From an optimization exercise on the open Yosys and OpenROAD flow, aimed at small area; shortcuts taken in it are not production practice. Function was checked by simulation only, so behaviour that the tests miss may differ from the original. No run shown here takes its clock network from TritonCTS; it comes from the design's own scripts or RTL. No driver is modelled on the clock port, so clock power and skew are understated where the tree is cut down; a real chip needs a root buffer or a tree. Power figures rest on the tool's default switching activity, not on a simulated workload.

<file path="design/flow/flow/run.sh">
#!/bin/bash
# Own layout flow: the standard ORFS flow (standard.sh, all steps) with these changes:
#  - synthesis maps with an area-oriented ABC script (flow/abc_area.script: deepsyn, then
#    amap; SEED is replaced by the deepsyn seed) and does not extract full/half adders;
#    registers and their names are as in the
#    standard synthesis. Synthesis runs once per deepsyn seed in SYNTH_SEEDS and the run with
#    the smallest cell area is kept for the rest of the flow;
#  - ports are buffered with the smallest buffer (buf_1);
#  - the clock is buffered by flow/cts_manual.tcl (4 clkbuf_8, each driving a cluster of
#    nearby flip-flops) in place of TritonCTS.
# Each ORFS step writes its full log under orfs/logs/ (and synth_seed_*/logs/ for the other
# synthesis runs); make's own output is in make_*.log here.
set -euo pipefail
W=$(pwd)
rm -rf "$W/orfs_scripts"
cp -r "$FLOW_HOME/scripts" "$W/orfs_scripts"
sed -i "s|^log_cmd clock_tree_synthesis {\\*}\$cts_args|source $W/flow/cts_manual.tcl|" "$W/orfs_scripts/cts.tcl"
grep -q cts_manual.tcl "$W/orfs_scripts/cts.tcl"
ARGS=(SCRIPTS_DIR="$W/orfs_scripts" ABC_AREA=1 ADDER_MAP_FILE= REMOVE_ABC_BUFFERS=1
  BUFFER_PORTS_ARGS="-buffer_cell sky130_fd_sc_hd__buf_1")
best=""
best_area=""
for s in ${SYNTH_SEEDS:-1 2 3 4 5 6 7 8}; do
  sed "s/SEED/$s/" "$W/flow/abc_area.script" > "$W/orfs_scripts/abc_area.script"
  rm -rf "$W/orfs"
  bash "$W/standard.sh" "${ARGS[@]}" synth > "$W/make_synth_seed_$s.log" 2>&1
  area=$(sed -n "s/.*Chip area for module '\\\\top': \([0-9.]*\).*/\1/p" \
    "$W/orfs/reports/sky130hd/top/base/synth_stat.txt" | head -1)
  echo "seed $s: synthesis cell area $area" | tee -a "$W/synth_seeds.log"
  mv "$W/orfs" "$W/synth_seed_$s"
  if [[ -z "$best" ]] || awk -v a="$area" -v b="$best_area" 'BEGIN { exit !(a < b) }'; then
    best=$s
    best_area=$area
  fi
done
echo "kept seed $best ($best_area)" | tee -a "$W/synth_seeds.log"
mv "$W/synth_seed_$best" "$W/orfs"
sed "s/SEED/$best/" "$W/flow/abc_area.script" > "$W/orfs_scripts/abc_area.script"
bash "$W/standard.sh" "${ARGS[@]}" ${FLOW_TARGET:-finish} > "$W/make_finish.log" 2>&1
</file>
<file path="design/flow/flow/abc_area.script">
strash
&get -n
&deepsyn -J 100 -T 300 -S SEED
&put
dch
amap
topo
</file>
<file path="design/flow/flow/cts_manual.tcl">
set ngroups [expr { [info exists ::env(CTS_GROUPS)] ? $::env(CTS_GROUPS) : 4 }]
set bufcell [expr { [info exists ::env(CTS_GROUP_BUF)] ? $::env(CTS_GROUP_BUF) : "sky130_fd_sc_hd__clkbuf_8" }]
if { $ngroups > 4 } { error "the clock port may feed at most 4 cell pins" }
set block [ord::get_db_block]
set dbu [$block getDefUnits]
set clknet [$block findNet clk]
set sinks {}
foreach it [$clknet getITerms] {
  if { [$it isInputSignal] } {
    set inst [$it getInst]
    set box [$inst getBBox]
    set x [expr { ([$box xMin] + [$box xMax]) / 2 }]
    set y [expr { ([$box yMin] + [$box yMax]) / 2 }]
    lappend sinks [list $x $y "[$inst getName]/[[$it getMTerm] getName]"]
  }
}
puts "manual clock buffering: [llength $sinks] sinks in $ngroups groups of $bufcell"

# split list into k groups, cutting along the longer side of its bounding box
proc bisect { items k } {
  if { $k <= 1 } { return [list $items] }
  set xs [lmap s $items { lindex $s 0 }]
  set ys [lmap s $items { lindex $s 1 }]
  set w [expr { [tcl::mathfunc::max {*}$xs] - [tcl::mathfunc::min {*}$xs] }]
  set h [expr { [tcl::mathfunc::max {*}$ys] - [tcl::mathfunc::min {*}$ys] }]
  set axis [expr { $w >= $h ? 0 : 1 }]
  set sorted [lsort -integer -index $axis $items]
  set k1 [expr { $k / 2 }]
  set cut [expr { [llength $sorted] * $k1 / $k }]
  return [concat [bisect [lrange $sorted 0 [expr { $cut - 1 }]] $k1] \
    [bisect [lrange $sorted $cut end] [expr { $k - $k1 }]]]
}

set g 0
foreach grp [bisect $sinks $ngroups] {
  set sx 0; set sy 0; set pins {}
  foreach s $grp {
    set sx [expr { $sx + [lindex $s 0] }]
    set sy [expr { $sy + [lindex $s 1] }]
    lappend pins [get_pins [lindex $s 2]]
  }
  set cx [expr { double($sx) / [llength $grp] / $dbu }]
  set cy [expr { double($sy) / [llength $grp] / $dbu }]
  set b [insert_buffer -buffer_cell $bufcell -net clk -load_pins $pins -location [list $cx $cy] \
    -buffer_name clkbuf_m$g -net_name clk_m$g]
  puts "group $g: [llength $grp] sinks, buffer [get_full_name $b] at $cx $cy"
  incr g
}
$clknet setSigType CLOCK
set_propagated_clock [all_clocks]
</file>
<file path="design/flow/standard.sh">
#!/bin/bash
# synth_recipe.tcl (not shown) runs the flow's synth.tcl, then flattens the netlist and writes it again
# the make line also repeats each setting of config.mk as NAME=value (left out here)
make -C /OpenROAD-flow-scripts/flow DESIGN_CONFIG=/design/flow/config.mk WORK_HOME=/design/flow/orfs CLKGATE_MAP_FILE= SYNTH_SCRIPT=/design/flow/synth_recipe.tcl "${@:-finish}"
</file>
<file path="design/flow/config.mk">
export PLATFORM = sky130hd
export DESIGN_NAME = top
export DESIGN_NICKNAME = top
export VERILOG_FILES = /design/flow/design.v
export SDC_FILE = /design/flow/constraint.sdc
export NUM_CORES = 4
export LEC_CHECK = 0
export CAP_MARGIN = 20
export CORE_MARGIN = 2
export CORE_UTILIZATION = 65
export SLEW_MARGIN = 20
</file>
<file path="design/flow/constraint.sdc">
create_clock -name core_clock -period 5.0 [get_ports {clk}]
set_input_delay 1.0000 -clock core_clock [delete_from_list [all_inputs] [get_ports {clk}]]
set_output_delay 1.0000 -clock core_clock [all_outputs]
set_load 0.01 [all_outputs]
</file>
<file path="design/flow/design.v">
module debouncer(input clk, input reset, input noisy, output clean);
	reg [1:0] ff_i;
	reg [6:0] c;
	reg ff_o;
	wire counter_max = c[6] & ~c[3] & ~c[2] & ~c[1] & ~c[0];
	wire clear = (ff_i[0] ^ ff_i[1]) | counter_max | ~reset;
	always @(posedge clk) begin
		ff_i[0] <= noisy & reset;
		if (!reset)
			ff_o <= 1'b0;
		else if (counter_max)
			ff_o <= ff_i[1];
	end
	always @(posedge clk)
		ff_i[1] <= ff_i[0];
	always @(posedge clk) begin
		if (clear) c <= 7'd0;
		else c <= {c[5:0], ~(c[6] ^ c[3])};
	end
	assign clean = ff_o;
endmodule
module sevseg (input clk, reset, button1, button2,
				 output reg [3:0] wys,
				 output [7:0] segment);
reg [3:0] counter;
reg [1:0] stan;
reg [9:0] counter2;
reg [9:0] counter3;
reg [3:0] dig0;
reg [2:0] dig1;
reg [3:0] dig2;
reg [3:0] dig3;
reg running;
reg running2;
reg mode;
reg button1_prev;
reg button2_prev;
wire e1 = button1 & ~button1_prev;
wire e2 = button2 & ~button2_prev;
wire cnt_max = counter[3] & counter[1];
always @(posedge clk) begin
	if (!reset)
		stan <= 2'd0;
	else if (cnt_max)
		stan <= stan + 2'd1;
end
always @(posedge clk) begin
	if (cnt_max | ~reset)
		counter <= 4'd0;
	else
		counter <= counter + 4'd1;
end
wire A = reset & ~e1 & (mode ? running : running2);
wire run_up = mode & A;
wire run_dn = ~mode & A;
wire c2_max = (counter2 == 10'd356);
wire c3_max = (counter3 == 10'd356);
always @(posedge clk) begin
	if (!reset | (run_up & c2_max))
		counter2 <= 10'd0;
	else if (run_up)
		counter2 <= {counter2[8:0], ~(counter2[9] ^ counter2[6])};
	if (!reset | (run_dn & c3_max))
		counter3 <= 10'd0;
	else if (run_dn)
		counter3 <= {counter3[8:0], ~(counter3[9] ^ counter3[6])};
end
wire [3:0] d0 = dig0, d2 = dig2, d3 = dig3;
wire [2:0] d1 = dig1;
wire T = mode ? c2_max : c3_max;
wire g0 = d0[3] & d0[1];           
wire g1 = &d1;                     
wire g2 = d2[3] & d2[1];           
wire s1 = d1[2] & d1[1] & ~d1[0];  
wire c1 = mode ? s1 : g1;
function [3:0] tg(input [3:0] b, input m, input sel);
	reg [3:0] t;
	reg u1, u2, u3;
	begin
		t = ~(b ^ {4{m}});
		u1 = sel & t[0];
		u2 = u1 & t[1];
		u3 = u2 & t[2];
		tg = b ^ {u3, u2, u1, sel};
	end
endfunction
function [2:0] tg3(input [2:0] b, input m, input sel);
	reg [2:0] t;
	reg u1, u2;
	begin
		t = ~(b ^ {3{m}});
		u1 = sel & t[0];
		u2 = u1 & t[1];
		tg3 = b ^ {u2, u1, sel};
	end
endfunction
wire ld = e2 | ~reset;
wire m6 = mode & reset;
wire k0 = A & (c1 | g0);
wire k1 = A & c1;
wire k2 = A & g2;
wire i0 = A & T;
wire i1 = A & g0;
wire [3:0] n0 = tg(d0, mode, i0);
wire [2:0] n1 = tg3(d1, mode, i1);
wire [3:0] n2 = tg(d2, mode, k1);
wire [3:0] n3 = tg(d3, mode, k2);
wire [3:0] k9 = {~mode, 2'b00, ~mode};
wire [2:0] k5 = {~mode, 1'b0, ~mode};
always @(posedge clk) begin
	dig0 <= k0 ? k9 : (ld & ~i0) ? 4'd0 : n0;
	dig1 <= k1 ? k5 : (ld & ~i1) ? 3'd0 : n1;
	dig2 <= k2 ? k9 : (ld & ~k1) ? 4'd0 : n2;
	dig3 <= (ld & ~k2) ? {1'b0, m6, m6, 1'b0} : n3;
end
always @(posedge clk) begin
	if (!reset) begin
		running <= 1'b1;
		running2 <= 1'b1;
		mode <= 1'b0;
	end else begin
		if (e2)
			mode <= ~mode;
		if (mode & e1)
			running <= ~running;
		if (~mode & e1)
			running2 <= ~running2;
	end
	button1_prev <= button1;
	button2_prev <= button2;
end
reg [3:0] led_bcd;
always @(*) begin
	case (stan)
		2'd0: begin wys = 4'b0001; led_bcd = dig0; end
		2'd1: begin wys = 4'b0010; led_bcd = {&dig1, dig1}; end
		2'd2: begin wys = 4'b0100; led_bcd = dig2; end
		default: begin wys = 4'b1000; led_bcd = dig3; end
	endcase
end
assign segment[7] = (stan == 2'd2);
reg [6:0] seg;
always @(*) begin
	case (led_bcd)
		4'h0: seg = 7'b0111111;
		4'h1: seg = 7'b0000110;
		4'h2: seg = 7'b1011011;
		4'h3: seg = 7'b1001111;
		4'h4: seg = 7'b1100110;
		4'h5: seg = 7'b1101101;
		4'h6: seg = 7'b1111101;
		4'h7: seg = 7'b0000111;
		4'h8: seg = 7'b1111111;
		4'h9: seg = 7'b1101111;
		4'hA: seg = 7'b1110111;
		4'hB: seg = 7'b1111111;
		4'hC: seg = 7'b0111001;
		4'hD: seg = 7'b0111111;
		4'hE: seg = 7'b1111001;
		default: seg = 7'b1110001;
	endcase
end
assign segment[6:0] = seg;
endmodule
module top(
	input clk,
	input reset,
	input button1,
	input button2,
	output [3:0] wys,
	output [7:0] segment
	);
	wire debounced_button1;
	wire debounced_button2;
	debouncer u_debouncer1 (
		.clk(clk),
		.reset(reset),
		.noisy(button1),
		.clean(debounced_button1)
		);
	debouncer u_debouncer2 (
		.clk(clk),
		.reset(reset),
		.noisy(button2),
		.clean(debounced_button2)
		);
	sevseg u_sevseg(
		.clk(clk),
		.reset(reset),
		.button1(debounced_button1),
		.button2(debounced_button2),
		.wys(wys),
		.segment(segment)
		);
endmodule
</file>
==> results of run 1 <==
-- metrics by stage --
stage / hold slack, ps / power, W / util / instance area [µm²] / cells
finish: 355 / 0.000835 / 0.736 / 2750 / 385
global route: 361 / 0.000868 / 0.736 / 2750 / 385
CTS: 360 / 0.000837 / 0.736 / 2750 / 385
detailed placement: 350 / 0.000649 / 0.721 / 2700 / 381
global placement: 346 / 0.000646 / 0.721 / 2700 / 381
floorplan: 339 / 0.000626 / - / 2580 / 318
-- registers in the layout (all words and copies together), names as in the netlist --
signal and flops:
u_sevseg.counter2 10, u_sevseg.counter3 10, u_debouncer1.c 7, u_debouncer2.c 7, u_sevseg.counter 4, u_sevseg.dig0 4
u_sevseg.dig2 4, u_sevseg.dig3 4, u_sevseg.dig1 3, u_debouncer1.ff_i 2, u_debouncer2.ff_i 2, u_sevseg.stan 2
u_debouncer1.ff_o 1, u_debouncer2.ff_o 1, u_sevseg.button1_prev 1, u_sevseg.button2_prev 1, u_sevseg.mode 1, u_sevseg.running 1
u_sevseg.running2 1
-- layout by cell type (no fill, tap or decap), types with 4 or more instances in the layout --
cell type / n
nor3b_1: 4
o221ai_1: 4
nor3_1: 6
buf_1: 15
nor2_1: 48
o22ai_1: 32
a211oi_1: 4
nand4_1: 5
clkinv_1: 58
nor2b_1: 12
nand2_1: 18
dfxtp_1: 66
clkbuf_8: 4
o21ai_0: 26
a21oi_1: 11
-- critical path, cell delays in order --
cell	delay (ps)
buf_1	400
clkinv_1	370
nor2_1	260
nand2_1	100
nor2_1	180
nor2_1	100
nor2_1	320
clkinv_1	220
nor3_1	270
o22ai_1	130
clkinv_1	70
o221ai_1	110
o21ai_0	190
o22ai_1	90
-- report_power, final --
| part | total (W) | leakage (nW) | switching [W] | internal (W) |
|---|---|---|---|---|
| Sequential | 0.000555 | 0.536 | 0.00000998 | 0.000545 |
| Clock | 0.000198 | 0.0288 | 0.000124 | 0.0000741 |
| Combinational | 0.0000808 | 0.369 | 0.0000519 | 0.0000289 |
| Total | 0.000835 | 0.934 | 0.000186 | 0.000649 |
-- metal layers --
metal,GRT usage,vias up,part of all wire
li1,-,1168,-
met1,0.285,985,0.49
met2,0.396,47,0.46
met3,0.0152,9,0.034
met4,0.0408,0,0.019
met5,0,-,0
-- layout make-up, clock buffers not listed --
type	count	area (µm²)	share of cell area
inverter	58	218	0.0791
multi-input combinational	194	1040	0.379
timing repair buffer	15	56.3	0.0204
tap	48	60.1	0.0218
sequential	66	1320	0.480
-- worst paths after layout --
kind	end	cells past startpoint	slack, ps	start
hold reg to reg	u_sevseg.button2_prev$_DFF_P_	0	350	u_debouncer2.ff_o$_SDFFE_PN0P_
setup / recovery	u_sevseg.dig2[3]$_DFF_P_	14	1220	reset
hold / removal	u_sevseg.button2_prev$_DFF_P_	0	350	u_debouncer2.ff_o$_SDFFE_PN0P_
setup reg to reg	u_sevseg.dig2[3]$_DFF_P_	11	2210	u_sevseg.mode$_SDFFE_PN0P_
-- cell families after synthesis --
group,Yosys count,synth area share
simple gates,100,0.176
compound gates,94,0.227
flops,66,0.511
buf+inv,59,0.0856
==> impl_metrics.json, run 1 <==
{
  "async_reset_ff_frac": 0,
  "worst_slack_ps": 1220,
  "critical_path_class": "in2reg",
  "n_antenna_cell": 0,
  "yosysMostFrequentCell": "dfxtp_1",
  "synth_top_area_cell": "dfxtp_1",
  "status": "complete, no violations",
  "grt_pass1_vias": 1923,
  "max-vdd-ir-drop_uv": 255,
  "ys_seq_elements": 66,
  "cts_resized": 0,
  "worstSetupEndpointType": "flop",
  "fin_skew_ps": 16.3,
  "place_congestion": 0.961,
  "place_ws_ps": 957,
  "drive_gt1_frac": 0.0119,
  "worstSetupStartpointType": "input pin",
  "grtUsageTotal": 0.218,
  "clock.fmax_mhz": 265,
  "fp.dieH_um": 67.1,
  "rsz0062_at_grt": "no",
  "crit_path_max_fanout": 12,
  "fp.dieW_um": 67.1,
  "avgSynthCellArea_um2": 8.11,
  "antenna_found_initial": 0,
  "grt_pass1_wl_um": 7970,
  "die_area_um2": 4500,
  "fin_crit_ps": 3780,
  "core_um2": 3740,
  "grt-ovfl-total": 0,
  "num_vias": 2209,
  "clkTransAtPathRegs_ps": 110,
  "synth_enable_flop_cells": 0,
  "ys_types": 27,
  "synthCells": 319,
  "ys_top_cells_by_area": "dfxtp_1 (51%), clkinv_1 (8.4%), o22ai_1 (7.7%)",
  "top_level_ports": 16,
  "detail-route-antenna-nets": 0,
  "syn-cell-area_um2": 2590,
  "wire_per_inst_um": 12.3,
  "rows": 22,
  "fillers": 303,
  "initial_core_util": 0.691,
  "clk-insertion-delay-late_ps": 160,
  "relSlewSlack": 0.533,
  "crit_required_ps": 5030,
  "setup_violations": 0,
  "yosysWarnings": 2,
  "finalHoldViolations": 0,
  "wl_um": 4720,
  "maxCapViolCount": 0,
  "powerDensity_nw_per_um2": 303,
  "hpwlAfterDp_um": 3590,
  "arrival_ps": 3810,
  "avgViaCountPerCell": 5.74,
  "yosys-top-cells-count": "dfxtp_1 (66), clkinv_1 (58), nor2_1 (48)",
  "grt_max_degree": 18,
  "drc": 0,
  "area_delta_synth_final_pct": 6.48,
  "first_pass_iters": 5,
  "cts_setup_buffers": 0,
  "hp-class": "reg2reg",
  "finalCritPeriodShare": 0.756,
  "synth_top_area_frac": 0.511,
  "nNetsFinal": 343,
  "first_iter_violations": 122,
  "tightest_slew_ps": 693,
  "ctsHoldBuffers": 0,
  "ys.flop_type": "dfxtp_1",
  "seq_area_frac_synth": 0.511,
  "port_buffers": 15,
  "fin_setup_tns_ps": 0,
  "slew_viol_final": 0,
  "p_leak_nw": 0.934
}
==> inputs of run 2 (changes only) <==
--- a/design/flow/design.v
+++ b/design/flow/design.v
@@ -37,7 +37,7 @@
 reg button2_prev;
 wire e1 = button1 & ~button1_prev;
 wire e2 = button2 & ~button2_prev;
-wire cnt_max = counter[3] & counter[1];
+wire cnt_max = counter == 4'b1000;
 always @(posedge clk) begin
 	if (!reset)
 		stan <= 2'd0;
@@ -45,10 +45,10 @@
 		stan <= stan + 2'd1;
 end
 always @(posedge clk) begin
-	if (cnt_max | ~reset)
+	if (!reset)
 		counter <= 4'd0;
 	else
-		counter <= counter + 4'd1;
+		counter <= {counter[2:0], ~(counter[3] ^ counter[0]) & ~(counter[2] & counter[1])};
 end
 wire A = reset & ~e1 & (mode ? running : running2);
 wire run_up = mode & A;
==> run 2 against run 1 <==
- wire length grew 3.2%
- synthesized area shrank 0.48%
- worst hold slack got worse by 19 ps
- sequential share of layout area rose by 0.22 points
- synthesized cell count decreased by 1.9%
- still clean
- global-route usage increased by 1.2 points
- critical endpoint is now segment[2]
- clock skew rose by 6.3 ps
- final cell count fell by 1.6%
- largest cell class unchanged
- utilization shrank 0.33 points
- die area is 0.45% lower
==> impl_metrics.json, run 2 <==
{
  "yosys-top-cells-count": "dfxtp_1 (66), clkinv_1 (63), nor2_1 (35)",
  "ys.flop_type": "dfxtp_1",
  "async_reset_ff_frac": 0,
  "maxCapViolCount": 0,
  "hpwlAfterDp_um": 3710,
  "detail-route-antenna-nets": 0,
  "num_vias": 2159,
  "powerDensity_nw_per_um2": 288,
  "worstSetupEndpointType": "output pin",
  "synth_compound_area_frac": 0.232,
  "ys_top_cells_by_area": "dfxtp_1 (51%), clkinv_1 (9.2%), o22ai_1 (6.8%)",
  "grtUsageTotal": 0.231,
  "whs_ps": 336,
  "first_pass_iters": 4,
  "drive_gt1_frac": 0.0121,
  "grt_pass1_vias": 1960,
  "fin_setup_tns_ps": 0,
  "core_um2": 3740,
  "layout_common_cells": "dfxtp_1 (66), clkinv_1 (63), nor2_1 (35)",
  "grt.met2_usage": 0.409,
  "avgSynthCellArea_um2": 8.22,
  "finalHoldViolations": 0,
  "hp-class": "reg2reg",
  "final_area_um2": 2740,
  "min-delay-start": "u_debouncer2.ff_o$_SDFFE_PN0P_",
  "largestRegisters": "u_sevseg.counter2 x10, u_sevseg.counter3 x10",
  "grt-ovfl-total": 0,
  "initial_core_util": 0.687,
  "critPathLaunch": "u_sevseg.stan[1]$_SDFFE_PN0N_",
  "setup_violations": 0,
  "first_iter_violations": 148,
  "p_leak_nw": 0.904,
  "synth_top_area_cell": "dfxtp_1",
  "synth_top_area_frac": 0.513,
  "finalCritPeriodShare": 0.827,
  "worst_slack_ps": 863,
  "ys_types": 23,
  "place_ws_ps": 1090,
  "fin_crit_ps": 4140,
  "cts_resized": 0,
  "wire_per_inst_um": 12.9,
  "yosysWarnings": 2,
  "antenna_found_initial": 0,
  "rsz0062_at_grt": "no",
  "yosysMostFrequentCell": "dfxtp_1",
  "arrival_ps": 3140,
  "synth_enable_flop_cells": 0,
  "drc": 0,
  "grt_max_degree": 18,
  "area_delta_synth_final_pct": 6.51,
  "n_antenna_cell": 0,
  "place_congestion": 0.874,
  "status": "complete, no violations",
  "busiest_layer": "met2",
  "globalRouteMet1Util": 0.311,
  "r2r_slack_ps": 1790,
  "clock.fmax_mhz": 242,
  "synthMuxAreaShare": 0,
  "clk-insertion-delay-late_ps": 170,
  "critical_path_class": "reg2out",
  "synth_top_family_by_area": "compound AO/OA/AOI/OAI gates",
  "tightest_slew_ps": 775,
  "synthAdderAreaFrac": 0,
  "rows": 22,
  "port_buffers": 15,
  "met3_usage": 0.0203,
  "fin_skew_ps": 22.6,
  "relSlewSlack": 0.483,
  "cts_setup_buffers": 0,
  "final_core_util": 0.732,
  "place_area_um2": 2690,
  "nNetsFinal": 337,
  "mostFrequentLayoutCell": "dfxtp_1",
  "grt_pass1_wl_um": 8310,
  "slew_viol_final": 0,
  "syn-cell-area_um2": 2570,
  "top_level_ports": 16,
  "ctsHoldBuffers": 0,
  "fillers": 293,
  "synthSimpleGateAreaFrac": 0.161,
  "worstSetupStartpointType": "flop",
  "die_area_um2": 4480,
  "avgViaCountPerCell": 5.70,
  "clkTransAtPathRegs_ps": 120,
  "fp.dieH_um": 66.9,
  "rr_startpoint": "u_sevseg.mode$_SDFFE_PN0P_",
  "fp.dieW_um": 66.9,
  "max-vdd-ir-drop_uv": 251,
  "synth_xor_area_frac": 0,
  "wl_um": 4880,
  "crit_required_ps": 4000,
  "crit_path_max_fanout": 5,
  "ys_seq_elements": 66,
  "synthCells": 313,
  "seq_area_frac_synth": 0.513
}
[run 2: kinds of logic (layout without fill, tap and decap cells)]
family                 Yosys count  count (layout)
buffers and inverters           64              82
DFF                             66              66
and+or+nand+nor                 88              88
AOI/OAI and AO/OA               95              95
[run 2: path summary, 6_finish.rpt]
| check | endpoint | cells past startpoint |
|---|---|---|
| worst min register to register | u_sevseg.button2_prev$_DFF_P_ | 0 |
| worst max register to register | u_sevseg.dig3[3]$_SDFF_PP0_ | 10 |
| worst max-delay path | segment[2] | 11 |
| worst min-delay path | u_sevseg.button2_prev$_DFF_P_ | 0 |
[run 2: metrics by stage]
| stage | cells | total power [W] |
|---|---|---|
| 2_1_floorplan | 312 | 0.000587 |
| 3_3_place_gp | 375 | 0.000597 |
| 3_5_place_dp | 375 | 0.000598 |
| 4_1_cts | 379 | 0.000790 |
| 5_1_grt | 379 | 0.000817 |
| 6_report | 379 | 0.000788 |
[run 2: area by class of cell, clock buffers not listed]
class                      count  area, µm²  share of cell area
inverter                      63        236              0.0863
multi-input combinational    183       1010               0.369
sequential                    66       1320               0.482
tap                           48       60.1              0.0219
timing repair buffer          15       56.3              0.0205
[run 2: where the power goes]
group / internal, W / switching, W
logic: 0.0000140 / 0.0000268
registers: 0.000539 / 0.00000665
clock network: 0.0000742 / 0.000128
[run 2: layer usage]
layer / vias to the layer above / part of all wire
met5: - / 0
met4: 0 / 0.013
li1: 1137 / -
met2: 48 / 0.47
met3: 7 / 0.045
met1: 967 / 0.47
[run 2: critical path: stages (launching register included)]
cell and delay, ps:
dfxtp_1 440, clkinv_1 190, nor2_1 290, clkinv_1 160, a222oi_1 630, clkinv_1 290
o22ai_1 250, nor2_1 90, or3_1 360, nor2_1 110, nor2_1 50, buf_1 130

## separate check: timing with driven ports
In the flow no input, the clock included, has a driving cell. The finished layouts below were timed again as built, in two steps. Step 1 sets driving cells, clkbuf_16 on the clock port and buf_2 on the other inputs (assumed; they add their load-dependent delay and slew). Step 2 times the ports against the registers' clock, not the clock port: input delays grow and output delays shrink by t, the midpoint of the rising clock arrivals with the driver on. a / b / c = ideal ports / drivers / drivers and shift; a / b = the first two.
run	t (ns)	setup slack, ns	worst setup path at the end	clock arrival spread, ns	worst slew at a driven data input, ns
run 1	0.210	1.220 / 1.250 / 1.040	input to register	0.017 / 0.016	0.03
run 2	0.215	0.863 / 0.804 / 1.019	register to output	0.023 / 0.022	0.03
After both steps every run listed still meets setup and hold. For run 1, which loses most, drivers alone change the setup slack by +0.030 ns; drivers and shift together by -0.180 ns.
